From an optimization exercise on the open Yosys and OpenROAD flow, aimed at small area and a short achievable clock period; shortcuts taken in it are not production practice.
Function was not checked in any run shown here: the RTL went through the layout flow alone.

==> flow/design.v (outline; a module is shown in full before it is edited, if it fits) <==
// module MultiTop: 20 lines
// module FA: 4 lines
// module HA: 4 lines
// module BENC: 8 lines
// module BENC2: 10 lines
// module INV: 3 lines
// module NOR2: 3 lines
// module ANDN: 3 lines
// module NAND2: 3 lines
// module XOR2: 3 lines
// module AND2: 3 lines
// module AO21: 3 lines
// module XNOR: 3 lines
// module PPSEL: 3 lines
// module Multi: 1194 lines
module MultiTop(
    input             clk,
    input      [31:0] a,
    input      [31:0] b,
    output reg [31:0] prod
);
  // ...
==> flow/flow/run.sh <==
#!/bin/bash
# The standard layout (the standard.sh, standard synthesis included), except that the
# buffers buffer_ports puts on every input and output port are buf_1 cells rather than the
# clkdlybuf4s50_1 delay cells it picks by default. The make output goes to standard.log;
# ORFS keeps each step's own log under orfs/logs/.
set -euo pipefail
bash standard.sh BUFFER_PORTS_ARGS="-buffer_cell sky130_fd_sc_hd__buf_1" finish > standard.log 2>&1
==> flow/standard.sh <==
#!/bin/bash
# synth_recipe.tcl (not shown) runs the flow's synth.tcl, then flattens the netlist and writes it again
# the make line also repeats each setting of config.mk as NAME=value (left out here)
make -C /OpenROAD-flow-scripts/flow DESIGN_CONFIG=/design/flow/config.mk WORK_HOME=/design/flow/orfs CLKGATE_MAP_FILE= SYNTH_SCRIPT=/design/flow/synth_recipe.tcl "${@:-finish}"
==> flow/config.mk <==
export PLATFORM = sky130hd
export DESIGN_NAME = MultiTop
export DESIGN_NICKNAME = MultiTop
export VERILOG_FILES = /design/flow/design.v
export SDC_FILE = /design/flow/constraint.sdc
export NUM_CORES = 4
export LEC_CHECK = 0
export CAP_MARGIN = 20
export CORE_MARGIN = 2
export CORE_UTILIZATION = 40
export SLEW_MARGIN = 75
export SYNTH_HIERARCHICAL = 1
export SYNTH_MINIMUM_KEEP_SIZE = 0
==> flow/constraint.sdc <==
create_clock -name core_clock -period 17.0 [get_ports {clk}]
set_input_delay 3.4000 -clock core_clock [delete_from_list [all_inputs] [get_ports {clk}]]
set_output_delay 3.4000 -clock core_clock [all_outputs]
set_load 0.01 [all_outputs]
==> results.toml, run 1 <==
[clock_tree]
insertion_delay_ns = 0.37
cts_tree = "done"
cts_buffers = 9
clock-sinks = 96

[critical_path]
critPathSlowestCell = "fa_1"

[grt]
antenna_found_initial = 0
grt_util_met3_pct = 4.15
grt_pass1_vias = 9626
grt_pass1_wl_mm = 54.3

[final_layout]
design_area_sq_um = 14100
final_common_cell = "xnor2_1"
buffers = 134
final_cell_mix = "xnor2_1 (294), o22ai_1 (251), fa_1 (199)"
finish.utilization_pct = 46.4

[route]
wl_met3_mm = 2.55

[synthesis]
syn_area_sq_um = 12300
synth_compound_area_share_pct = 17.2
netlist_top_cells_area = "fa_1 (32%), xnor2_1 (21%), dfxtp_1 (16%)"
synth_common_cells = "xnor2_1 (302), o22ai_1 (256), fa_1 (199)"
synth_top_family_by_area = "adder cells"

[hold_path]
hp-start = "b_q[0]"
hold_path_class = "reg -> reg"
min_path_cells = 2

[run_status]
status = "complete, no violations"

[floorplan]
nWellTaps = 396

[timing]
setup_ws_ns = 11.56
==> inputs of run 2 (changes only) <==
--- a/flow/design.v
+++ b/flow/design.v
@@ -806,246 +806,246 @@
     FA fa3(.a(pp2[0]), .b(pp0[4]), .c(pp1[2]), .s(w9), .co(w10));
     HA ha3(.a(w9), .b(w6), .s(w11), .co(w12));
     FA fa4(.a(pp0[5]), .b(pp1[3]), .c(pp2[1]), .s(w13), .co(w14));
     FA fa5(.a(fc2), .b(w10), .c(w13), .s(w15), .co(w16));
     FA fa6(.a(pp3[0]), .b(pp0[6]), .c(pp1[4]), .s(w17), .co(w18));
     FA fa7(.a(pp2[2]), .b(w14), .c(w17), .s(w19), .co(w20));
     FA fa8(.a(pp0[7]), .b(pp1[5]), .c(pp2[3]), .s(w21), .co(w22));
     FA fa9(.a(pp3[1]), .b(fc3), .c(w18), .s(w23), .co(w24));
-    HA ha4(.a(w21), .b(w20), .s(w25), .co(w26));
-    FA fa10(.a(pp4[0]), .b(pp0[8]), .c(pp1[6]), .s(w27), .co(w28));
-    FA fa11(.a(pp2[4]), .b(pp3[2]), .c(w22), .s(w29), .co(w30));
-    FA fa12(.a(w27), .b(w24), .c(w29), .s(w31), .co(w32));
-    FA fa13(.a(pp0[9]), .b(pp1[7]), .c(pp2[5]), .s(w33), .co(w34));
-    FA fa14(.a(pp3[3]), .b(pp4[1]), .c(fc4), .s(w35), .co(w36));
-    FA fa15(.a(w28), .b(w33), .c(w35), .s(w37), .co(w38));
-    HA ha5(.a(w30), .b(w37), .s(w39), .co(w40));
-    FA fa16(.a(pp5[0]), .b(pp0[10]), .c(pp1[8]), .s(w41), .co(w42));
-    FA fa17(.a(pp2[6]), .b(pp3[4]), .c(pp4[2]), .s(w43), .co(w44));
-    FA fa18(.a(w34), .b(w41), .c(w43), .s(w45), .co(w46));
-    FA fa19(.a(w36), .b(w38), .c(w45), .s(w47), .co(w48));
-    FA fa20(.a(pp0[11]), .b(pp1[9]), .c(pp2[7]), .s(w49), .co(w50));
-    FA fa21(.a(pp3[5]), .b(pp4[3]), .c(pp5[1]), .s(w51), .co(w52));
-    FA fa22(.a(fc5), .b(w42), .c(w44), .s(w53), .co(w54));
-    FA fa23(.a(w49), .b(w51), .c(w46), .s(w55), .co(w56));
-    HA ha6(.a(w53), .b(w55), .s(w57), .co(w58));
-    FA fa24(.a(pp6[0]), .b(pp0[12]), .c(pp1[10]), .s(w59), .co(w60));
-    FA fa25(.a(pp2[8]), .b(pp3[6]), .c(pp4[4]), .s(w61), .co(w62));
-    FA fa26(.a(pp5[2]), .b(w50), .c(w52), .s(w63), .co(w64));
-    FA fa27(.a(w59), .b(w61), .c(w54), .s(w65), .co(w66));
-    FA fa28(.a(w63), .b(w56), .c(w65), .s(w67), .co(w68));
-    FA fa29(.a(pp0[13]), .b(pp1[11]), .c(pp2[9]), .s(w69), .co(w70));
-    FA fa30(.a(pp3[7]), .b(pp4[5]), .c(pp5[3]), .s(w71), .co(w72));
-    FA fa31(.a(pp6[1]), .b(fc6), .c(w60), .s(w73), .co(w74));
-    FA fa32(.a(w62), .b(w69), .c(w71), .s(w75), .co(w76));
-    FA fa33(.a(w64), .b(w73), .c(w75), .s(w77), .co(w78));
-    HA ha7(.a(w66), .b(w77), .s(w79), .co(w80));
-    FA fa34(.a(pp7[0]), .b(pp0[14]), .c(pp1[12]), .s(w81), .co(w82));
-    FA fa35(.a(pp2[10]), .b(pp3[8]), .c(pp4[6]), .s(w83), .co(w84));
-    FA fa36(.a(pp5[4]), .b(pp6[2]), .c(w70), .s(w85), .co(w86));
-    FA fa37(.a(w72), .b(w81), .c(w83), .s(w87), .co(w88));
-    FA fa38(.a(w74), .b(w85), .c(w76), .s(w89), .co(w90));
-    FA fa39(.a(w87), .b(w78), .c(w89), .s(w91), .co(w92));
-    FA fa40(.a(pp0[15]), .b(pp1[13]), .c(pp2[11]), .s(w93), .co(w94));
-    FA fa41(.a(pp3[9]), .b(pp4[7]), .c(pp5[5]), .s(w95), .co(w96));
-    FA fa42(.a(pp6[3]), .b(pp7[1]), .c(fc7), .s(w97), .co(w98));
-    FA fa43(.a(w82), .b(w84), .c(w93), .s(w99), .co(w100));
-    FA fa44(.a(w95), .b(w97), .c(w86), .s(w101), .co(w102));
-    FA fa45(.a(w88), .b(w99), .c(w101), .s(w103), .co(w104));
-    HA ha8(.a(w90), .b(w103), .s(w105), .co(w106));
-    FA fa46(.a(pp8[0]), .b(pp0[16]), .c(pp1[14]), .s(w107), .co(w108));
-    FA fa47(.a(pp2[12]), .b(pp3[10]), .c(pp4[8]), .s(w109), .co(w110));
-    FA fa48(.a(pp5[6]), .b(pp6[4]), .c(pp7[2]), .s(w111), .co(w112));
-    FA fa49(.a(w94), .b(w96), .c(w107), .s(w113), .co(w114));
-    FA fa50(.a(w109), .b(w111), .c(w98), .s(w115), .co(w116));
-    FA fa51(.a(w100), .b(w113), .c(w115), .s(w117), .co(w118));
-    FA fa52(.a(w102), .b(w117), .c(w104), .s(w119), .co(w120));
-    FA fa53(.a(pp0[17]), .b(pp1[15]), .c(pp2[13]), .s(w121), .co(w122));
-    FA fa54(.a(pp3[11]), .b(pp4[9]), .c(pp5[7]), .s(w123), .co(w124));
-    FA fa55(.a(pp6[5]), .b(pp7[3]), .c(pp8[1]), .s(w125), .co(w126));
-    FA fa56(.a(fc8), .b(w108), .c(w110), .s(w127), .co(w128));
-    FA fa57(.a(w112), .b(w121), .c(w123), .s(w129), .co(w130));
-    FA fa58(.a(w125), .b(w114), .c(w116), .s(w131), .co(w132));
-    FA fa59(.a(w127), .b(w129), .c(w118), .s(w133), .co(w134));
-    HA ha9(.a(w131), .b(w133), .s(w135), .co(w136));
-    FA fa60(.a(pp9[0]), .b(pp0[18]), .c(pp1[16]), .s(w137), .co(w138));
-    FA fa61(.a(pp2[14]), .b(pp3[12]), .c(pp4[10]), .s(w139), .co(w140));
-    FA fa62(.a(pp5[8]), .b(pp6[6]), .c(pp7[4]), .s(w141), .co(w142));
-    FA fa63(.a(pp8[2]), .b(w122), .c(w124), .s(w143), .co(w144));
-    FA fa64(.a(w126), .b(w137), .c(w139), .s(w145), .co(w146));
-    FA fa65(.a(w141), .b(w128), .c(w130), .s(w147), .co(w148));
-    FA fa66(.a(w143), .b(w145), .c(w132), .s(w149), .co(w150));
-    FA fa67(.a(w147), .b(w134), .c(w149), .s(w151), .co(w152));
-    FA fa68(.a(pp0[19]), .b(pp1[17]), .c(pp2[15]), .s(w153), .co(w154));
-    FA fa69(.a(pp3[13]), .b(pp4[11]), .c(pp5[9]), .s(w155), .co(w156));
-    FA fa70(.a(pp6[7]), .b(pp7[5]), .c(pp8[3]), .s(w157), .co(w158));
-    FA fa71(.a(pp9[1]), .b(fc9), .c(w138), .s(w159), .co(w160));
-    FA fa72(.a(w140), .b(w142), .c(w153), .s(w161), .co(w162));
-    FA fa73(.a(w155), .b(w157), .c(w144), .s(w163), .co(w164));
-    FA fa74(.a(w159), .b(w146), .c(w161), .s(w165), .co(w166));
-    FA fa75(.a(w148), .b(w163), .c(w165), .s(w167), .co(w168));
-    HA ha10(.a(w150), .b(w167), .s(w169), .co(w170));
-    FA fa76(.a(pp10[0]), .b(pp0[20]), .c(pp1[18]), .s(w171), .co(w172));
-    FA fa77(.a(pp2[16]), .b(pp3[14]), .c(pp4[12]), .s(w173), .co(w174));
-    FA fa78(.a(pp5[10]), .b(pp6[8]), .c(pp7[6]), .s(w175), .co(w176));
-    FA fa79(.a(pp8[4]), .b(pp9[2]), .c(w154), .s(w177), .co(w178));
-    FA fa80(.a(w156), .b(w158), .c(w171), .s(w179), .co(w180));
-    FA fa81(.a(w173), .b(w175), .c(w160), .s(w181), .co(w182));
-    FA fa82(.a(w162), .b(w177), .c(w179), .s(w183), .co(w184));
-    FA fa83(.a(w164), .b(w181), .c(w166), .s(w185), .co(w186));
-    FA fa84(.a(w183), .b(w168), .c(w185), .s(w187), .co(w188));
-    FA fa85(.a(pp0[21]), .b(pp1[19]), .c(pp2[17]), .s(w189), .co(w190));
-    FA fa86(.a(pp3[15]), .b(pp4[13]), .c(pp5[11]), .s(w191), .co(w192));
-    FA fa87(.a(pp6[9]), .b(pp7[7]), .c(pp8[5]), .s(w193), .co(w194));
-    FA fa88(.a(pp9[3]), .b(pp10[1]), .c(fc10), .s(w195), .co(w196));
-    FA fa89(.a(w172), .b(w174), .c(w176), .s(w197), .co(w198));
-    FA fa90(.a(w189), .b(w191), .c(w193), .s(w199), .co(w200));
-    FA fa91(.a(w195), .b(w178), .c(w180), .s(w201), .co(w202));
-    FA fa92(.a(w197), .b(w199), .c(w182), .s(w203), .co(w204));
-    FA fa93(.a(w184), .b(w201), .c(w203), .s(w205), .co(w206));
-    HA ha11(.a(w186), .b(w205), .s(w207), .co(w208));
-    FA fa94(.a(pp11[0]), .b(pp0[22]), .c(pp1[20]), .s(w209), .co(w210));
-    FA fa95(.a(pp2[18]), .b(pp3[16]), .c(pp4[14]), .s(w211), .co(w212));
-    FA fa96(.a(pp5[12]), .b(pp6[10]), .c(pp7[8]), .s(w213), .co(w214));
-    FA fa97(.a(pp8[6]), .b(pp9[4]), .c(pp10[2]), .s(w215), .co(w216));
-    FA fa98(.a(w190), .b(w192), .c(w194), .s(w217), .co(w218));
-    FA fa99(.a(w209), .b(w211), .c(w213), .s(w219), .co(w220));
-    FA fa100(.a(w215), .b(w196), .c(w198), .s(w221), .co(w222));
-    FA fa101(.a(w200), .b(w217), .c(w219), .s(w223), .co(w224));
-    FA fa102(.a(w202), .b(w221), .c(w223), .s(w225), .co(w226));
-    FA fa103(.a(w204), .b(w225), .c(w206), .s(w227), .co(w228));
-    FA fa104(.a(pp0[23]), .b(pp1[21]), .c(pp2[19]), .s(w229), .co(w230));
-    FA fa105(.a(pp3[17]), .b(pp4[15]), .c(pp5[13]), .s(w231), .co(w232));
-    FA fa106(.a(pp6[11]), .b(pp7[9]), .c(pp8[7]), .s(w233), .co(w234));
-    FA fa107(.a(pp9[5]), .b(pp10[3]), .c(pp11[1]), .s(w235), .co(w236));
-    FA fa108(.a(fc11), .b(w210), .c(w212), .s(w237), .co(w238));
-    FA fa109(.a(w214), .b(w216), .c(w229), .s(w239), .co(w240));
-    FA fa110(.a(w231), .b(w233), .c(w235), .s(w241), .co(w242));
-    FA fa111(.a(w218), .b(w220), .c(w237), .s(w243), .co(w244));
-    FA fa112(.a(w239), .b(w241), .c(w222), .s(w245), .co(w246));
-    FA fa113(.a(w224), .b(w243), .c(w245), .s(w247), .co(w248));
-    HA ha12(.a(w226), .b(w247), .s(w249), .co(w250));
-    FA fa114(.a(pp12[0]), .b(pp0[24]), .c(pp1[22]), .s(w251), .co(w252));
-    FA fa115(.a(pp2[20]), .b(pp3[18]), .c(pp4[16]), .s(w253), .co(w254));
-    FA fa116(.a(pp5[14]), .b(pp6[12]), .c(pp7[10]), .s(w255), .co(w256));
-    FA fa117(.a(pp8[8]), .b(pp9[6]), .c(pp10[4]), .s(w257), .co(w258));
-    FA fa118(.a(pp11[2]), .b(w230), .c(w232), .s(w259), .co(w260));
-    FA fa119(.a(w234), .b(w236), .c(w251), .s(w261), .co(w262));
-    FA fa120(.a(w253), .b(w255), .c(w257), .s(w263), .co(w264));
-    FA fa121(.a(w238), .b(w240), .c(w242), .s(w265), .co(w266));
-    FA fa122(.a(w259), .b(w261), .c(w263), .s(w267), .co(w268));
-    FA fa123(.a(w244), .b(w265), .c(w267), .s(w269), .co(w270));
-    FA fa124(.a(w246), .b(w269), .c(w248), .s(w271), .co(w272));
-    FA fa125(.a(pp0[25]), .b(pp1[23]), .c(pp2[21]), .s(w273), .co(w274));
-    FA fa126(.a(pp3[19]), .b(pp4[17]), .c(pp5[15]), .s(w275), .co(w276));
-    FA fa127(.a(pp6[13]), .b(pp7[11]), .c(pp8[9]), .s(w277), .co(w278));
-    FA fa128(.a(pp9[7]), .b(pp10[5]), .c(pp11[3]), .s(w279), .co(w280));
-    FA fa129(.a(pp12[1]), .b(fc12), .c(w252), .s(w281), .co(w282));
-    FA fa130(.a(w254), .b(w256), .c(w258), .s(w283), .co(w284));
-    FA fa131(.a(w273), .b(w275), .c(w277), .s(w285), .co(w286));
-    FA fa132(.a(w279), .b(w260), .c(w262), .s(w287), .co(w288));
-    FA fa133(.a(w281), .b(w264), .c(w283), .s(w289), .co(w290));
-    FA fa134(.a(w285), .b(w266), .c(w287), .s(w291), .co(w292));
-    FA fa135(.a(w268), .b(w289), .c(w291), .s(w293), .co(w294));
-    HA ha13(.a(w270), .b(w293), .s(w295), .co(w296));
-    FA fa136(.a(pp13[0]), .b(pp0[26]), .c(pp1[24]), .s(w297), .co(w298));
-    FA fa137(.a(pp2[22]), .b(pp3[20]), .c(pp4[18]), .s(w299), .co(w300));
-    FA fa138(.a(pp5[16]), .b(pp6[14]), .c(pp7[12]), .s(w301), .co(w302));
-    FA fa139(.a(pp8[10]), .b(pp9[8]), .c(pp10[6]), .s(w303), .co(w304));
-    FA fa140(.a(pp11[4]), .b(pp12[2]), .c(w274), .s(w305), .co(w306));
-    FA fa141(.a(w276), .b(w278), .c(w280), .s(w307), .co(w308));
-    FA fa142(.a(w297), .b(w299), .c(w301), .s(w309), .co(w310));
-    FA fa143(.a(w303), .b(w282), .c(w284), .s(w311), .co(w312));
-    FA fa144(.a(w305), .b(w286), .c(w307), .s(w313), .co(w314));
-    FA fa145(.a(w309), .b(w288), .c(w311), .s(w315), .co(w316));
-    FA fa146(.a(w290), .b(w313), .c(w292), .s(w317), .co(w318));
-    FA fa147(.a(w315), .b(w294), .c(w317), .s(w319), .co(w320));
-    FA fa148(.a(pp0[27]), .b(pp1[25]), .c(pp2[23]), .s(w321), .co(w322));
-    FA fa149(.a(pp3[21]), .b(pp4[19]), .c(pp5[17]), .s(w323), .co(w324));
-    FA fa150(.a(pp6[15]), .b(pp7[13]), .c(pp8[11]), .s(w325), .co(w326));
-    FA fa151(.a(pp9[9]), .b(pp10[7]), .c(pp11[5]), .s(w327), .co(w328));
-    FA fa152(.a(pp12[3]), .b(pp13[1]), .c(fc13), .s(w329), .co(w330));
-    FA fa153(.a(w298), .b(w300), .c(w302), .s(w331), .co(w332));
-    FA fa154(.a(w304), .b(w321), .c(w323), .s(w333), .co(w334));
-    FA fa155(.a(w325), .b(w327), .c(w329), .s(w335), .co(w336));
-    FA fa156(.a(w306), .b(w308), .c(w310), .s(w337), .co(w338));
-    FA fa157(.a(w331), .b(w333), .c(w335), .s(w339), .co(w340));
-    FA fa158(.a(w312), .b(w314), .c(w337), .s(w341), .co(w342));
-    FA fa159(.a(w339), .b(w316), .c(w341), .s(w343), .co(w344));
-    HA ha14(.a(w318), .b(w343), .s(w345), .co(w346));
-    FA fa160(.a(pp14[0]), .b(pp0[28]), .c(pp1[26]), .s(w347), .co(w348));
-    FA fa161(.a(pp2[24]), .b(pp3[22]), .c(pp4[20]), .s(w349), .co(w350));
-    FA fa162(.a(pp5[18]), .b(pp6[16]), .c(pp7[14]), .s(w351), .co(w352));
-    FA fa163(.a(pp8[12]), .b(pp9[10]), .c(pp10[8]), .s(w353), .co(w354));
-    FA fa164(.a(pp11[6]), .b(pp12[4]), .c(pp13[2]), .s(w355), .co(w356));
-    FA fa165(.a(w322), .b(w324), .c(w326), .s(w357), .co(w358));
-    FA fa166(.a(w328), .b(w347), .c(w349), .s(w359), .co(w360));
-    FA fa167(.a(w351), .b(w353), .c(w355), .s(w361), .co(w362));
-    FA fa168(.a(w330), .b(w332), .c(w334), .s(w363), .co(w364));
-    FA fa169(.a(w357), .b(w336), .c(w359), .s(w365), .co(w366));
-    FA fa170(.a(w361), .b(w338), .c(w363), .s(w367), .co(w368));
-    FA fa171(.a(w340), .b(w365), .c(w342), .s(w369), .co(w370));
-    FA fa172(.a(w367), .b(w344), .c(w369), .s(w371), .co(w372));
-    FA fa173(.a(pp0[29]), .b(pp1[27]), .c(pp2[25]), .s(w373), .co(w374));
-    FA fa174(.a(pp3[23]), .b(pp4[21]), .c(pp5[19]), .s(w375), .co(w376));
-    FA fa175(.a(pp6[17]), .b(pp7[15]), .c(pp8[13]), .s(w377), .co(w378));
-    FA fa176(.a(pp9[11]), .b(pp10[9]), .c(pp11[7]), .s(w379), .co(w380));
-    FA fa177(.a(pp12[5]), .b(pp13[3]), .c(pp14[1]), .s(w381), .co(w382));
-    FA fa178(.a(fc14), .b(w348), .c(w350), .s(w383), .co(w384));
-    FA fa179(.a(w352), .b(w354), .c(w356), .s(w385), .co(w386));
-    FA fa180(.a(w373), .b(w375), .c(w377), .s(w387), .co(w388));
-    FA fa181(.a(w379), .b(w381), .c(w358), .s(w389), .co(w390));
-    FA fa182(.a(w360), .b(w362), .c(w383), .s(w391), .co(w392));
-    FA fa183(.a(w385), .b(w387), .c(w364), .s(w393), .co(w394));
-    FA fa184(.a(w389), .b(w366), .c(w391), .s(w395), .co(w396));
-    FA fa185(.a(w368), .b(w393), .c(w395), .s(w397), .co(w398));
-    HA ha15(.a(w370), .b(w397), .s(w399), .co(w400));
-    FA fa186(.a(pp15[0]), .b(pp0[30]), .c(pp1[28]), .s(w401), .co(w402));
-    FA fa187(.a(pp2[26]), .b(pp3[24]), .c(pp4[22]), .s(w403), .co(w404));
-    FA fa188(.a(pp5[20]), .b(pp6[18]), .c(pp7[16]), .s(w405), .co(w406));
-    FA fa189(.a(pp8[14]), .b(pp9[12]), .c(pp10[10]), .s(w407), .co(w408));
-    FA fa190(.a(pp11[8]), .b(pp12[6]), .c(pp13[4]), .s(w409), .co(w410));
-    FA fa191(.a(pp14[2]), .b(w374), .c(w376), .s(w411), .co(w412));
-    FA fa192(.a(w378), .b(w380), .c(w382), .s(w413), .co(w414));
-    FA fa193(.a(w401), .b(w403), .c(w405), .s(w415), .co(w416));
-    FA fa194(.a(w407), .b(w409), .c(w384), .s(w417), .co(w418));
-    FA fa195(.a(w386), .b(w388), .c(w411), .s(w419), .co(w420));
-    FA fa196(.a(w413), .b(w415), .c(w390), .s(w421), .co(w422));
-    FA fa197(.a(w417), .b(w392), .c(w419), .s(w423), .co(w424));
-    FA fa198(.a(w394), .b(w421), .c(w396), .s(w425), .co(w426));
-    FA fa199(.a(w423), .b(w398), .c(w425), .s(w427), .co(w428));
+    FA fa10(.a(w21), .b(w20), .c(w23), .s(w25), .co(w26));
+    FA fa11(.a(pp4[0]), .b(pp0[8]), .c(pp1[6]), .s(w27), .co(w28));
+    FA fa12(.a(pp2[4]), .b(pp3[2]), .c(w22), .s(w29), .co(w30));
+    FA fa13(.a(w27), .b(w24), .c(w29), .s(w31), .co(w32));
+    FA fa14(.a(pp0[9]), .b(pp1[7]), .c(pp2[5]), .s(w33), .co(w34));
+    FA fa15(.a(pp3[3]), .b(pp4[1]), .c(fc4), .s(w35), .co(w36));
+    FA fa16(.a(w28), .b(w33), .c(w35), .s(w37), .co(w38));
+    HA ha4(.a(w30), .b(w37), .s(w39), .co(w40));
+    FA fa17(.a(pp5[0]), .b(pp0[10]), .c(pp1[8]), .s(w41), .co(w42));
+    FA fa18(.a(pp2[6]), .b(pp3[4]), .c(pp4[2]), .s(w43), .co(w44));
+    FA fa19(.a(w34), .b(w41), .c(w43), .s(w45), .co(w46));
+    FA fa20(.a(w36), .b(w38), .c(w45), .s(w47), .co(w48));
+    FA fa21(.a(pp0[11]), .b(pp1[9]), .c(pp2[7]), .s(w49), .co(w50));
+    FA fa22(.a(pp3[5]), .b(pp4[3]), .c(pp5[1]), .s(w51), .co(w52));
+    FA fa23(.a(fc5), .b(w42), .c(w44), .s(w53), .co(w54));
+    FA fa24(.a(w49), .b(w51), .c(w46), .s(w55), .co(w56));
+    FA fa25(.a(w53), .b(w55), .c(w48), .s(w57), .co(w58));
+    FA fa26(.a(pp6[0]), .b(pp0[12]), .c(pp1[10]), .s(w59), .co(w60));
+    FA fa27(.a(pp2[8]), .b(pp3[6]), .c(pp4[4]), .s(w61), .co(w62));
+    FA fa28(.a(pp5[2]), .b(w50), .c(w52), .s(w63), .co(w64));
+    FA fa29(.a(w59), .b(w61), .c(w54), .s(w65), .co(w66));
+    FA fa30(.a(w63), .b(w56), .c(w65), .s(w67), .co(w68));
+    FA fa31(.a(pp0[13]), .b(pp1[11]), .c(pp2[9]), .s(w69), .co(w70));
+    FA fa32(.a(pp3[7]), .b(pp4[5]), .c(pp5[3]), .s(w71), .co(w72));
+    FA fa33(.a(pp6[1]), .b(fc6), .c(w60), .s(w73), .co(w74));
+    FA fa34(.a(w62), .b(w69), .c(w71), .s(w75), .co(w76));
+    FA fa35(.a(w64), .b(w73), .c(w75), .s(w77), .co(w78));
+    HA ha5(.a(w66), .b(w77), .s(w79), .co(w80));
+    FA fa36(.a(pp7[0]), .b(pp0[14]), .c(pp1[12]), .s(w81), .co(w82));
+    FA fa37(.a(pp2[10]), .b(pp3[8]), .c(pp4[6]), .s(w83), .co(w84));
+    FA fa38(.a(pp5[4]), .b(pp6[2]), .c(w70), .s(w85), .co(w86));
+    FA fa39(.a(w72), .b(w81), .c(w83), .s(w87), .co(w88));
+    FA fa40(.a(w74), .b(w85), .c(w76), .s(w89), .co(w90));
+    FA fa41(.a(w87), .b(w78), .c(w89), .s(w91), .co(w92));
+    FA fa42(.a(pp0[15]), .b(pp1[13]), .c(pp2[11]), .s(w93), .co(w94));
+    FA fa43(.a(pp3[9]), .b(pp4[7]), .c(pp5[5]), .s(w95), .co(w96));
+    FA fa44(.a(pp6[3]), .b(pp7[1]), .c(fc7), .s(w97), .co(w98));
+    FA fa45(.a(w82), .b(w84), .c(w93), .s(w99), .co(w100));
+    FA fa46(.a(w95), .b(w97), .c(w86), .s(w101), .co(w102));
+    FA fa47(.a(w88), .b(w99), .c(w101), .s(w103), .co(w104));
+    FA fa48(.a(w90), .b(w103), .c(w92), .s(w105), .co(w106));
+    FA fa49(.a(pp8[0]), .b(pp0[16]), .c(pp1[14]), .s(w107), .co(w108));
+    FA fa50(.a(pp2[12]), .b(pp3[10]), .c(pp4[8]), .s(w109), .co(w110));
+    FA fa51(.a(pp5[6]), .b(pp6[4]), .c(pp7[2]), .s(w111), .co(w112));
+    FA fa52(.a(w94), .b(w96), .c(w107), .s(w113), .co(w114));
+    FA fa53(.a(w109), .b(w111), .c(w98), .s(w115), .co(w116));
+    FA fa54(.a(w100), .b(w113), .c(w115), .s(w117), .co(w118));
+    FA fa55(.a(w102), .b(w117), .c(w104), .s(w119), .co(w120));
+    FA fa56(.a(pp0[17]), .b(pp1[15]), .c(pp2[13]), .s(w121), .co(w122));
+    FA fa57(.a(pp3[11]), .b(pp4[9]), .c(pp5[7]), .s(w123), .co(w124));
+    FA fa58(.a(pp6[5]), .b(pp7[3]), .c(pp8[1]), .s(w125), .co(w126));
+    FA fa59(.a(fc8), .b(w108), .c(w110), .s(w127), .co(w128));
+    FA fa60(.a(w112), .b(w121), .c(w123), .s(w129), .co(w130));
+    FA fa61(.a(w125), .b(w114), .c(w116), .s(w131), .co(w132));
+    FA fa62(.a(w127), .b(w129), .c(w118), .s(w133), .co(w134));
+    HA ha6(.a(w131), .b(w133), .s(w135), .co(w136));
+    FA fa63(.a(pp9[0]), .b(pp0[18]), .c(pp1[16]), .s(w137), .co(w138));
+    FA fa64(.a(pp2[14]), .b(pp3[12]), .c(pp4[10]), .s(w139), .co(w140));
+    FA fa65(.a(pp5[8]), .b(pp6[6]), .c(pp7[4]), .s(w141), .co(w142));
+    FA fa66(.a(pp8[2]), .b(w122), .c(w124), .s(w143), .co(w144));
+    FA fa67(.a(w126), .b(w137), .c(w139), .s(w145), .co(w146));
+    FA fa68(.a(w141), .b(w128), .c(w130), .s(w147), .co(w148));
+    FA fa69(.a(w143), .b(w145), .c(w132), .s(w149), .co(w150));
+    FA fa70(.a(w147), .b(w134), .c(w149), .s(w151), .co(w152));
+    FA fa71(.a(pp0[19]), .b(pp1[17]), .c(pp2[15]), .s(w153), .co(w154));
+    FA fa72(.a(pp3[13]), .b(pp4[11]), .c(pp5[9]), .s(w155), .co(w156));
+    FA fa73(.a(pp6[7]), .b(pp7[5]), .c(pp8[3]), .s(w157), .co(w158));
+    FA fa74(.a(pp9[1]), .b(fc9), .c(w138), .s(w159), .co(w160));
+    FA fa75(.a(w140), .b(w142), .c(w153), .s(w161), .co(w162));
+    FA fa76(.a(w155), .b(w157), .c(w144), .s(w163), .co(w164));
+    FA fa77(.a(w159), .b(w146), .c(w161), .s(w165), .co(w166));
+    FA fa78(.a(w148), .b(w163), .c(w165), .s(w167), .co(w168));
+    HA ha7(.a(w150), .b(w167), .s(w169), .co(w170));
+    FA fa79(.a(pp10[0]), .b(pp0[20]), .c(pp1[18]), .s(w171), .co(w172));
+    FA fa80(.a(pp2[16]), .b(pp3[14]), .c(pp4[12]), .s(w173), .co(w174));
+    FA fa81(.a(pp5[10]), .b(pp6[8]), .c(pp7[6]), .s(w175), .co(w176));
+    FA fa82(.a(pp8[4]), .b(pp9[2]), .c(w154), .s(w177), .co(w178));
+    FA fa83(.a(w156), .b(w158), .c(w171), .s(w179), .co(w180));
+    FA fa84(.a(w173), .b(w175), .c(w160), .s(w181), .co(w182));
+    FA fa85(.a(w162), .b(w177), .c(w179), .s(w183), .co(w184));
+    FA fa86(.a(w164), .b(w181), .c(w166), .s(w185), .co(w186));
+    FA fa87(.a(w183), .b(w168), .c(w185), .s(w187), .co(w188));
+    FA fa88(.a(pp0[21]), .b(pp1[19]), .c(pp2[17]), .s(w189), .co(w190));
+    FA fa89(.a(pp3[15]), .b(pp4[13]), .c(pp5[11]), .s(w191), .co(w192));
+    FA fa90(.a(pp6[9]), .b(pp7[7]), .c(pp8[5]), .s(w193), .co(w194));
+    FA fa91(.a(pp9[3]), .b(pp10[1]), .c(fc10), .s(w195), .co(w196));
+    FA fa92(.a(w172), .b(w174), .c(w176), .s(w197), .co(w198));
+    FA fa93(.a(w189), .b(w191), .c(w193), .s(w199), .co(w200));
+    FA fa94(.a(w195), .b(w178), .c(w180), .s(w201), .co(w202));
+    FA fa95(.a(w197), .b(w199), .c(w182), .s(w203), .co(w204));
+    FA fa96(.a(w184), .b(w201), .c(w203), .s(w205), .co(w206));
+    HA ha8(.a(w186), .b(w205), .s(w207), .co(w208));
+    FA fa97(.a(pp11[0]), .b(pp0[22]), .c(pp1[20]), .s(w209), .co(w210));
+    FA fa98(.a(pp2[18]), .b(pp3[16]), .c(pp4[14]), .s(w211), .co(w212));
+    FA fa99(.a(pp5[12]), .b(pp6[10]), .c(pp7[8]), .s(w213), .co(w214));
+    FA fa100(.a(pp8[6]), .b(pp9[4]), .c(pp10[2]), .s(w215), .co(w216));
+    FA fa101(.a(w190), .b(w192), .c(w194), .s(w217), .co(w218));
+    FA fa102(.a(w209), .b(w211), .c(w213), .s(w219), .co(w220));
+    FA fa103(.a(w215), .b(w196), .c(w198), .s(w221), .co(w222));
+    FA fa104(.a(w200), .b(w217), .c(w219), .s(w223), .co(w224));
+    FA fa105(.a(w202), .b(w221), .c(w223), .s(w225), .co(w226));
+    FA fa106(.a(w204), .b(w225), .c(w206), .s(w227), .co(w228));
+    FA fa107(.a(pp0[23]), .b(pp1[21]), .c(pp2[19]), .s(w229), .co(w230));
+    FA fa108(.a(pp3[17]), .b(pp4[15]), .c(pp5[13]), .s(w231), .co(w232));
+    FA fa109(.a(pp6[11]), .b(pp7[9]), .c(pp8[7]), .s(w233), .co(w234));
+    FA fa110(.a(pp9[5]), .b(pp10[3]), .c(pp11[1]), .s(w235), .co(w236));
+    FA fa111(.a(fc11), .b(w210), .c(w212), .s(w237), .co(w238));
+    FA fa112(.a(w214), .b(w216), .c(w229), .s(w239), .co(w240));
+    FA fa113(.a(w231), .b(w233), .c(w235), .s(w241), .co(w242));
+    FA fa114(.a(w218), .b(w220), .c(w237), .s(w243), .co(w244));
+    FA fa115(.a(w239), .b(w241), .c(w222), .s(w245), .co(w246));
+    FA fa116(.a(w224), .b(w243), .c(w245), .s(w247), .co(w248));
+    HA ha9(.a(w226), .b(w247), .s(w249), .co(w250));
+    FA fa117(.a(pp12[0]), .b(pp0[24]), .c(pp1[22]), .s(w251), .co(w252));
+    FA fa118(.a(pp2[20]), .b(pp3[18]), .c(pp4[16]), .s(w253), .co(w254));
+    FA fa119(.a(pp5[14]), .b(pp6[12]), .c(pp7[10]), .s(w255), .co(w256));
+    FA fa120(.a(pp8[8]), .b(pp9[6]), .c(pp10[4]), .s(w257), .co(w258));
+    FA fa121(.a(pp11[2]), .b(w230), .c(w232), .s(w259), .co(w260));
+    FA fa122(.a(w234), .b(w236), .c(w251), .s(w261), .co(w262));
+    FA fa123(.a(w253), .b(w255), .c(w257), .s(w263), .co(w264));
+    FA fa124(.a(w238), .b(w240), .c(w242), .s(w265), .co(w266));
+    FA fa125(.a(w259), .b(w261), .c(w263), .s(w267), .co(w268));
+    FA fa126(.a(w244), .b(w265), .c(w267), .s(w269), .co(w270));
+    FA fa127(.a(w246), .b(w269), .c(w248), .s(w271), .co(w272));
+    FA fa128(.a(pp0[25]), .b(pp1[23]), .c(pp2[21]), .s(w273), .co(w274));
+    FA fa129(.a(pp3[19]), .b(pp4[17]), .c(pp5[15]), .s(w275), .co(w276));
+    FA fa130(.a(pp6[13]), .b(pp7[11]), .c(pp8[9]), .s(w277), .co(w278));
+    FA fa131(.a(pp9[7]), .b(pp10[5]), .c(pp11[3]), .s(w279), .co(w280));
+    FA fa132(.a(pp12[1]), .b(fc12), .c(w252), .s(w281), .co(w282));
+    FA fa133(.a(w254), .b(w256), .c(w258), .s(w283), .co(w284));
+    FA fa134(.a(w273), .b(w275), .c(w277), .s(w285), .co(w286));
+    FA fa135(.a(w279), .b(w260), .c(w262), .s(w287), .co(w288));
+    FA fa136(.a(w281), .b(w264), .c(w283), .s(w289), .co(w290));
+    FA fa137(.a(w285), .b(w266), .c(w287), .s(w291), .co(w292));
+    FA fa138(.a(w268), .b(w289), .c(w291), .s(w293), .co(w294));
+    HA ha10(.a(w270), .b(w293), .s(w295), .co(w296));
+    FA fa139(.a(pp13[0]), .b(pp0[26]), .c(pp1[24]), .s(w297), .co(w298));
+    FA fa140(.a(pp2[22]), .b(pp3[20]), .c(pp4[18]), .s(w299), .co(w300));
+    FA fa141(.a(pp5[16]), .b(pp6[14]), .c(pp7[12]), .s(w301), .co(w302));
+    FA fa142(.a(pp8[10]), .b(pp9[8]), .c(pp10[6]), .s(w303), .co(w304));
+    FA fa143(.a(pp11[4]), .b(pp12[2]), .c(w274), .s(w305), .co(w306));
+    FA fa144(.a(w276), .b(w278), .c(w280), .s(w307), .co(w308));
+    FA fa145(.a(w297), .b(w299), .c(w301), .s(w309), .co(w310));
+    FA fa146(.a(w303), .b(w282), .c(w284), .s(w311), .co(w312));
+    FA fa147(.a(w305), .b(w286), .c(w307), .s(w313), .co(w314));
+    FA fa148(.a(w309), .b(w288), .c(w311), .s(w315), .co(w316));
+    FA fa149(.a(w290), .b(w313), .c(w292), .s(w317), .co(w318));
+    FA fa150(.a(w315), .b(w294), .c(w317), .s(w319), .co(w320));
+    FA fa151(.a(pp0[27]), .b(pp1[25]), .c(pp2[23]), .s(w321), .co(w322));
+    FA fa152(.a(pp3[21]), .b(pp4[19]), .c(pp5[17]), .s(w323), .co(w324));
+    FA fa153(.a(pp6[15]), .b(pp7[13]), .c(pp8[11]), .s(w325), .co(w326));
+    FA fa154(.a(pp9[9]), .b(pp10[7]), .c(pp11[5]), .s(w327), .co(w328));
+    FA fa155(.a(pp12[3]), .b(pp13[1]), .c(fc13), .s(w329), .co(w330));
+    FA fa156(.a(w298), .b(w300), .c(w302), .s(w331), .co(w332));
+    FA fa157(.a(w304), .b(w321), .c(w323), .s(w333), .co(w334));
+    FA fa158(.a(w325), .b(w327), .c(w329), .s(w335), .co(w336));
+    FA fa159(.a(w306), .b(w308), .c(w310), .s(w337), .co(w338));
+    FA fa160(.a(w331), .b(w333), .c(w335), .s(w339), .co(w340));
+    FA fa161(.a(w312), .b(w314), .c(w337), .s(w341), .co(w342));
+    FA fa162(.a(w339), .b(w316), .c(w341), .s(w343), .co(w344));
+    HA ha11(.a(w318), .b(w343), .s(w345), .co(w346));
+    FA fa163(.a(pp14[0]), .b(pp0[28]), .c(pp1[26]), .s(w347), .co(w348));
+    FA fa164(.a(pp2[24]), .b(pp3[22]), .c(pp4[20]), .s(w349), .co(w350));
+    FA fa165(.a(pp5[18]), .b(pp6[16]), .c(pp7[14]), .s(w351), .co(w352));
+    FA fa166(.a(pp8[12]), .b(pp9[10]), .c(pp10[8]), .s(w353), .co(w354));
+    FA fa167(.a(pp11[6]), .b(pp12[4]), .c(pp13[2]), .s(w355), .co(w356));
+    FA fa168(.a(w322), .b(w324), .c(w326), .s(w357), .co(w358));
+    FA fa169(.a(w328), .b(w347), .c(w349), .s(w359), .co(w360));
+    FA fa170(.a(w351), .b(w353), .c(w355), .s(w361), .co(w362));
+    FA fa171(.a(w330), .b(w332), .c(w334), .s(w363), .co(w364));
+    FA fa172(.a(w357), .b(w336), .c(w359), .s(w365), .co(w366));
+    FA fa173(.a(w361), .b(w338), .c(w363), .s(w367), .co(w368));
+    FA fa174(.a(w340), .b(w365), .c(w342), .s(w369), .co(w370));
+    FA fa175(.a(w367), .b(w344), .c(w369), .s(w371), .co(w372));
+    FA fa176(.a(pp0[29]), .b(pp1[27]), .c(pp2[25]), .s(w373), .co(w374));
+    FA fa177(.a(pp3[23]), .b(pp4[21]), .c(pp5[19]), .s(w375), .co(w376));
+    FA fa178(.a(pp6[17]), .b(pp7[15]), .c(pp8[13]), .s(w377), .co(w378));
+    FA fa179(.a(pp9[11]), .b(pp10[9]), .c(pp11[7]), .s(w379), .co(w380));
+    FA fa180(.a(pp12[5]), .b(pp13[3]), .c(pp14[1]), .s(w381), .co(w382));
+    FA fa181(.a(fc14), .b(w348), .c(w350), .s(w383), .co(w384));
+    FA fa182(.a(w352), .b(w354), .c(w356), .s(w385), .co(w386));
+    FA fa183(.a(w373), .b(w375), .c(w377), .s(w387), .co(w388));
+    FA fa184(.a(w379), .b(w381), .c(w358), .s(w389), .co(w390));
+    FA fa185(.a(w360), .b(w362), .c(w383), .s(w391), .co(w392));
+    FA fa186(.a(w385), .b(w387), .c(w364), .s(w393), .co(w394));
+    FA fa187(.a(w389), .b(w366), .c(w391), .s(w395), .co(w396));
+    FA fa188(.a(w368), .b(w393), .c(w395), .s(w397), .co(w398));
+    HA ha12(.a(w370), .b(w397), .s(w399), .co(w400));
+    FA fa189(.a(pp15[0]), .b(pp0[30]), .c(pp1[28]), .s(w401), .co(w402));
+    FA fa190(.a(pp2[26]), .b(pp3[24]), .c(pp4[22]), .s(w403), .co(w404));
+    FA fa191(.a(pp5[20]), .b(pp6[18]), .c(pp7[16]), .s(w405), .co(w406));
+    FA fa192(.a(pp8[14]), .b(pp9[12]), .c(pp10[10]), .s(w407), .co(w408));
+    FA fa193(.a(pp11[8]), .b(pp12[6]), .c(pp13[4]), .s(w409), .co(w410));
+    FA fa194(.a(pp14[2]), .b(w374), .c(w376), .s(w411), .co(w412));
+    FA fa195(.a(w378), .b(w380), .c(w382), .s(w413), .co(w414));
+    FA fa196(.a(w401), .b(w403), .c(w405), .s(w415), .co(w416));
+    FA fa197(.a(w407), .b(w409), .c(w384), .s(w417), .co(w418));
+    FA fa198(.a(w386), .b(w388), .c(w411), .s(w419), .co(w420));
+    FA fa199(.a(w413), .b(w415), .c(w390), .s(w421), .co(w422));
+    FA fa200(.a(w417), .b(w392), .c(w419), .s(w423), .co(w424));
+    FA fa201(.a(w394), .b(w421), .c(w396), .s(w425), .co(w426));
+    FA fa202(.a(w423), .b(w398), .c(w425), .s(w427), .co(w428));
     assign prod[0] = pp0[0];
     assign prod[1] = w1;
     assign prod[2] = w3;
     assign prod[3] = w7;
     wire g4, p4;
     HA hgp4(.a(w8), .b(w11), .s(p4), .co(g4));
     wire g5, p5;
     HA hgp5(.a(w12), .b(w15), .s(p5), .co(g5));
     wire g6, p6;
     HA hgp6(.a(w16), .b(w19), .s(p6), .co(g6));
-    wire g7, p7;
-    HA hgp7(.a(w23), .b(w25), .s(p7), .co(g7));
+    wire g7 = 1'b0;
+    wire p7 = w25;
     wire g8, p8;
     HA hgp8(.a(w26), .b(w31), .s(p8), .co(g8));
     wire g9, p9;
     HA hgp9(.a(w32), .b(w39), .s(p9), .co(g9));
     wire g10, p10;
     HA hgp10(.a(w40), .b(w47), .s(p10), .co(g10));
-    wire g11, p11;
-    HA hgp11(.a(w48), .b(w57), .s(p11), .co(g11));
+    wire g11 = 1'b0;
+    wire p11 = w57;
     wire g12, p12;
     HA hgp12(.a(w58), .b(w67), .s(p12), .co(g12));
     wire g13, p13;
     HA hgp13(.a(w68), .b(w79), .s(p13), .co(g13));
     wire g14, p14;
     HA hgp14(.a(w80), .b(w91), .s(p14), .co(g14));
-    wire g15, p15;
-    HA hgp15(.a(w92), .b(w105), .s(p15), .co(g15));
+    wire g15 = 1'b0;
+    wire p15 = w105;
     wire g16, p16;
     HA hgp16(.a(w106), .b(w119), .s(p16), .co(g16));
     wire g17, p17;
     HA hgp17(.a(w120), .b(w135), .s(p17), .co(g17));
     wire g18, p18;
     HA hgp18(.a(w136), .b(w151), .s(p18), .co(g18));
     wire g19, p19;
     HA hgp19(.a(w152), .b(w169), .s(p19), .co(g19));
@@ -1068,48 +1068,48 @@
     wire g28, p28;
     HA hgp28(.a(w346), .b(w371), .s(p28), .co(g28));
     wire g29, p29;
     HA hgp29(.a(w372), .b(w399), .s(p29), .co(g29));
     wire g30, p30;
     HA hgp30(.a(w400), .b(w427), .s(p30), .co(g30));
     wire G5_4;
     AO21 gao5_4(.a1(p5), .a2(g4), .b1(g5), .x(G5_4));
+    wire G7_6;
+    AND2 gand7_6(.a(p7), .b(g6), .y(G7_6));
+    wire P7_6;
+    AND2 pand7_6(.a(p7), .b(p6), .y(P7_6));
     wire G6_4;
     AO21 gao6_4(.a1(p6), .a2(G5_4), .b1(g6), .x(G6_4));
     wire G7_4;
-    AO21 gao7_4(.a1(p7), .a2(G6_4), .b1(g7), .x(G7_4));
-    wire G9_8;
-    AO21 gao9_8(.a1(p9), .a2(g8), .b1(g9), .x(G9_8));
-    wire P9_8;
-    AND2 pand9_8(.a(p9), .b(p8), .y(P9_8));
-    wire G10_8;
-    AO21 gao10_8(.a1(p10), .a2(G9_8), .b1(g10), .x(G10_8));
-    wire P10_8;
-    AND2 pand10_8(.a(p10), .b(P9_8), .y(P10_8));
+    AO21 gao7_4(.a1(P7_6), .a2(G5_4), .b1(G7_6), .x(G7_4));
     wire G8_4;
     AO21 gao8_4(.a1(p8), .a2(G7_4), .b1(g8), .x(G8_4));
+    wire G10_9;
+    AO21 gao10_9(.a1(p10), .a2(g9), .b1(g10), .x(G10_9));
+    wire P10_9;
+    AND2 pand10_9(.a(p10), .b(p9), .y(P10_9));
     wire G9_4;
-    AO21 gao9_4(.a1(P9_8), .a2(G7_4), .b1(G9_8), .x(G9_4));
+    AO21 gao9_4(.a1(p9), .a2(G8_4), .b1(g9), .x(G9_4));
     wire G10_4;
-    AO21 gao10_4(.a1(P10_8), .a2(G7_4), .b1(G10_8), .x(G10_4));
+    AO21 gao10_4(.a1(P10_9), .a2(G8_4), .b1(G10_9), .x(G10_4));
     wire G12_11;
-    AO21 gao12_11(.a1(p12), .a2(g11), .b1(g12), .x(G12_11));
+    AO21 gao12_11(.a1(p12), .a2(1'b0), .b1(g12), .x(G12_11));
     wire P12_11;
     AND2 pand12_11(.a(p12), .b(p11), .y(P12_11));
     wire G11_4;
-    AO21 gao11_4(.a1(p11), .a2(G10_4), .b1(g11), .x(G11_4));
+    AND2 gand11_4(.a(p11), .b(G10_4), .y(G11_4));
     wire G12_4;
     AO21 gao12_4(.a1(P12_11), .a2(G10_4), .b1(G12_11), .x(G12_4));
     wire G14_13;
     AO21 gao14_13(.a1(p14), .a2(g13), .b1(g14), .x(G14_13));
     wire P14_13;
     AND2 pand14_13(.a(p14), .b(p13), .y(P14_13));
     wire G15_13;
-    AO21 gao15_13(.a1(p15), .a2(G14_13), .b1(g15), .x(G15_13));
+    AND2 gand15_13(.a(p15), .b(G14_13), .y(G15_13));
     wire P15_13;
     AND2 pand15_13(.a(p15), .b(P14_13), .y(P15_13));
     wire G13_4;
     AO21 gao13_4(.a1(p13), .a2(G12_4), .b1(g13), .x(G13_4));
     wire G14_4;
     AO21 gao14_4(.a1(P14_13), .a2(G12_4), .b1(G14_13), .x(G14_4));
     wire G15_4;
     AO21 gao15_4(.a1(P15_13), .a2(G12_4), .b1(G15_13), .x(G15_4));
==> results.toml, run 2 <==
[run_status]
status = "complete, no violations"

[place]
dp_hpwl_mm = 26.3
dpl_worst_slack_ns = 11.41
place_congestion = 0.901
io_buffers = 96

[timing]
finalCriticalPeriod_ns = 5.56
setup_ws_ns = 11.44
fmax_mhz = 180
setup_viol = 0
tns_ns = 0
hold_ws_ns = 0.831
final_max_slew_viol_count = 0
hold_violations = 0
period_share_pct = 32.7
skew_ns = 0.0161
rsz0062_at_grt = "no"

[clock_tree]
clockBufferDepth = 2
cts_hold_buffers = 0
insertion_delay_ns = 0.38
post-cts-setup-buffer-count = 0
cts_tree = "done"
clockRootBuffer = "clkbuf_16"
htree_num_levels = 3
cts_buffers = 9
clock-sinks = 96
cts_resized = 0
clkSlewWorstSetupHoldPaths_ns = 0.08

[final_layout]
post_route_cells_drive_above_1_share_pct = 11.7
diodes = 0
syn2layout_area_growth_pct = 14.5
final_cell_mix = "xnor2_1 (293), o22ai_1 (253), fa_1 (202)"
final_common_cell = "xnor2_1"
reg_top3 = "a_q x32, b_q x32, prod x32"
final_nets = 1552

[synthesis]
yosysTopAreaCell = "fa_1"
yosysWarnings = 7
netlist_top_cells_area = "fa_1 (33%), xnor2_1 (21%), dfxtp_1 (16%)"
avgSynthCellArea_sq_um = 11.2
syn_area_sq_um = 12300
synth_edf_count = 0
post-synth-top-count-cell = "xnor2_1"
netlist_instances = 1103
synth-async-reset-ratio_pct = 0
netlist.area_leader.share_pct = 32.8
synth.distinct_cells = 16
ys_dominant_reg_cell = "dfxtp_1"
syn_nets = 1406
synth_common_cells = "xnor2_1 (302), o22ai_1 (256), fa_1 (202)"
yosys_register_bits = 96
yosysSeqAreaShare_pct = 15.6

[route]
via_count = 9329
drt_pass1_iterations = 5
wl_per_cell_microns = 20.6
drtIter0Drc = 815
via_per_inst = 5.65
drc = 0
wirelength_mm = 33.9
final_antenna_net_count = 0

[critical_path]
critPathSlowestCell = "fa_1"
cp.arrival_ns = 5.83
path_delay_family = "adder cells"
reg2reg_from = "b_q[1]"
crit_buf_inv = 3
path_common_cell = "fa_1"
max_stage_delay_ns = 0.53
worstPathRequired_ns = 17.27
cp-end-kind = "flop"
critical_path_class = "reg -> reg"
r2r-end = "prod[31]"
rr_worst_depth = 18
crit_chain = "buf_8 > buf_8 > xnor2_1 > nand2_4 > o22ai_1 > dlymetal6s2s_1 > fa_1 > fa_1 > fa_1 > fa_1 > fa_1 > fa_1 > ha_1 > and2_1 > and2_1 > and2_1 > a21o_1 > xor2_1"
worstPathMaxFanout = 15
regToRegSetupSlack_ns = 11.44
worstSetupStartpointType = "flop"

[floorplan]
die_h_microns = 180
dieArea_sq_um = 32300
rows = 64
start_util_pct = 40.4
ios = 97
coreArea_sq_um = 30500
die_width_microns = 180

[hold_path]
hp-start = "b_q[0]"
min_path_cells = 2
hold_path_class = "reg -> reg"
min_to = "prod[0]"

[run]
maxCapViolations = 0

[grt]
grt_max_degree = 33
grt_pass1_wl_mm = 54.5
grt_pass1_vias = 9664
antenna_found_initial = 0
globalRouteOverflowTotal = 0
grt_usage_pct = 21.5
-- run 2: worst min-delay path: stages (launching register included) --
cell     delay (ns)
dfxtp_1        0.33
inv_4          0.27
nor2_1         0.15
-- run 2: logic make-up after synthesis --
family	Yosys count	synth area share, %
xor+xnor	374	26.6
compound gates	315	17.0
fa+ha+maj	238	36.4
flops	96	15.6
simple gates	72	4.00
buf+inv	7	0.365
other cells	1	0.0304
-- run 2: per-module statistics from Yosys, one instance, submodules excluded --
| module | cells inside | flops+latches |
|---|---|---|
| ANDN | 1 | 0 |
| XOR2 | 1 | 0 |
| NOR2 | 1 | 0 |
| Multi | 7 | 0 |
| NAND2 | 1 | 0 |
| HA | 1 | 0 |
| INV | 1 | 0 |
| MultiTop | 96 | 96 |
| AND2 | 1 | 0 |
| AO21 | 1 | 0 |
| XNOR | 1 | 0 |
| BENC | 1 | 0 |
| FA | 1 | 0 |
| PPSEL | 1 | 0 |
-- run 2: layout make-up --
type	instances	area, sq um
clock buffers	9	225
clock inverters	7	57.6
fillers	2855	16400
inverters	2	10.0
multi-input cells	1000	10600
flip-flops and latches	96	1990
well taps	396	495
repair buffers	140	788
-- run 2: how the worst max path moves through the flow --
stage	from	end	slack, ns	depth (start not counted)
after global routing	b_q[1]	prod[31]	11.13	18
after detailed placement	b_q[1]	prod[31]	11.41	17
final	b_q[1]	prod[31]	11.44	18
after floorplan	b_q[1]	prod[31]	10.53	14
after global placement	b_q[5]	prod[31]	10.92	15
after CTS	b_q[1]	prod[31]	11.42	17
-- run 2: stage by stage --
step | instances | area, sq um | utilization (%)
floorplan | 1103 | 12300 | -
global placement | 1613 | 13400 | 43.8
detailed placement | 1631 | 13800 | 45.1
CTS | 1647 | 14000 | 46.0
global route | 1650 | 14100 | 46.3
finish | 1650 | 14100 | 46.3
-- run 2: layer usage --
layer,GRT usage [%],vias up,wire length (microns)
li1,-,4264,-
met1,29.0,4624,14800
met2,34.9,408,15900
met3,5.37,33,2670
met4,4.88,0,538
met5,0,-,0

==> re-timing with driven ports <==
No port has a modelled driver above. Below, the same layouts with a new extraction and two added sets of constraints.
Step 1 sets driving cells, clkbuf_16 on the clock port and buf_2 on the other inputs (assumed; they add their load-dependent delay and slew).
Step 2 adds t to the input delays and takes it off the output delays; t is the mean of the earliest and latest rising clock arrival at the registers after step 1. Input paths then give back, and output paths get back, about the clock's delay inside the block.
Three values: no drivers, after step 1, after step 2; two values: the first two.
run | t, ns | slack for setup (ns) | worst hold slack (ns)
run 1 | 0.418 | 11.557 / 11.557 / 11.557 | 0.779 / 0.779 / 0.779
run 2 | 0.420 | 11.435 / 11.435 / 11.435 | 0.831 / 0.831 / 0.831
After both steps every run listed still meets setup and hold.
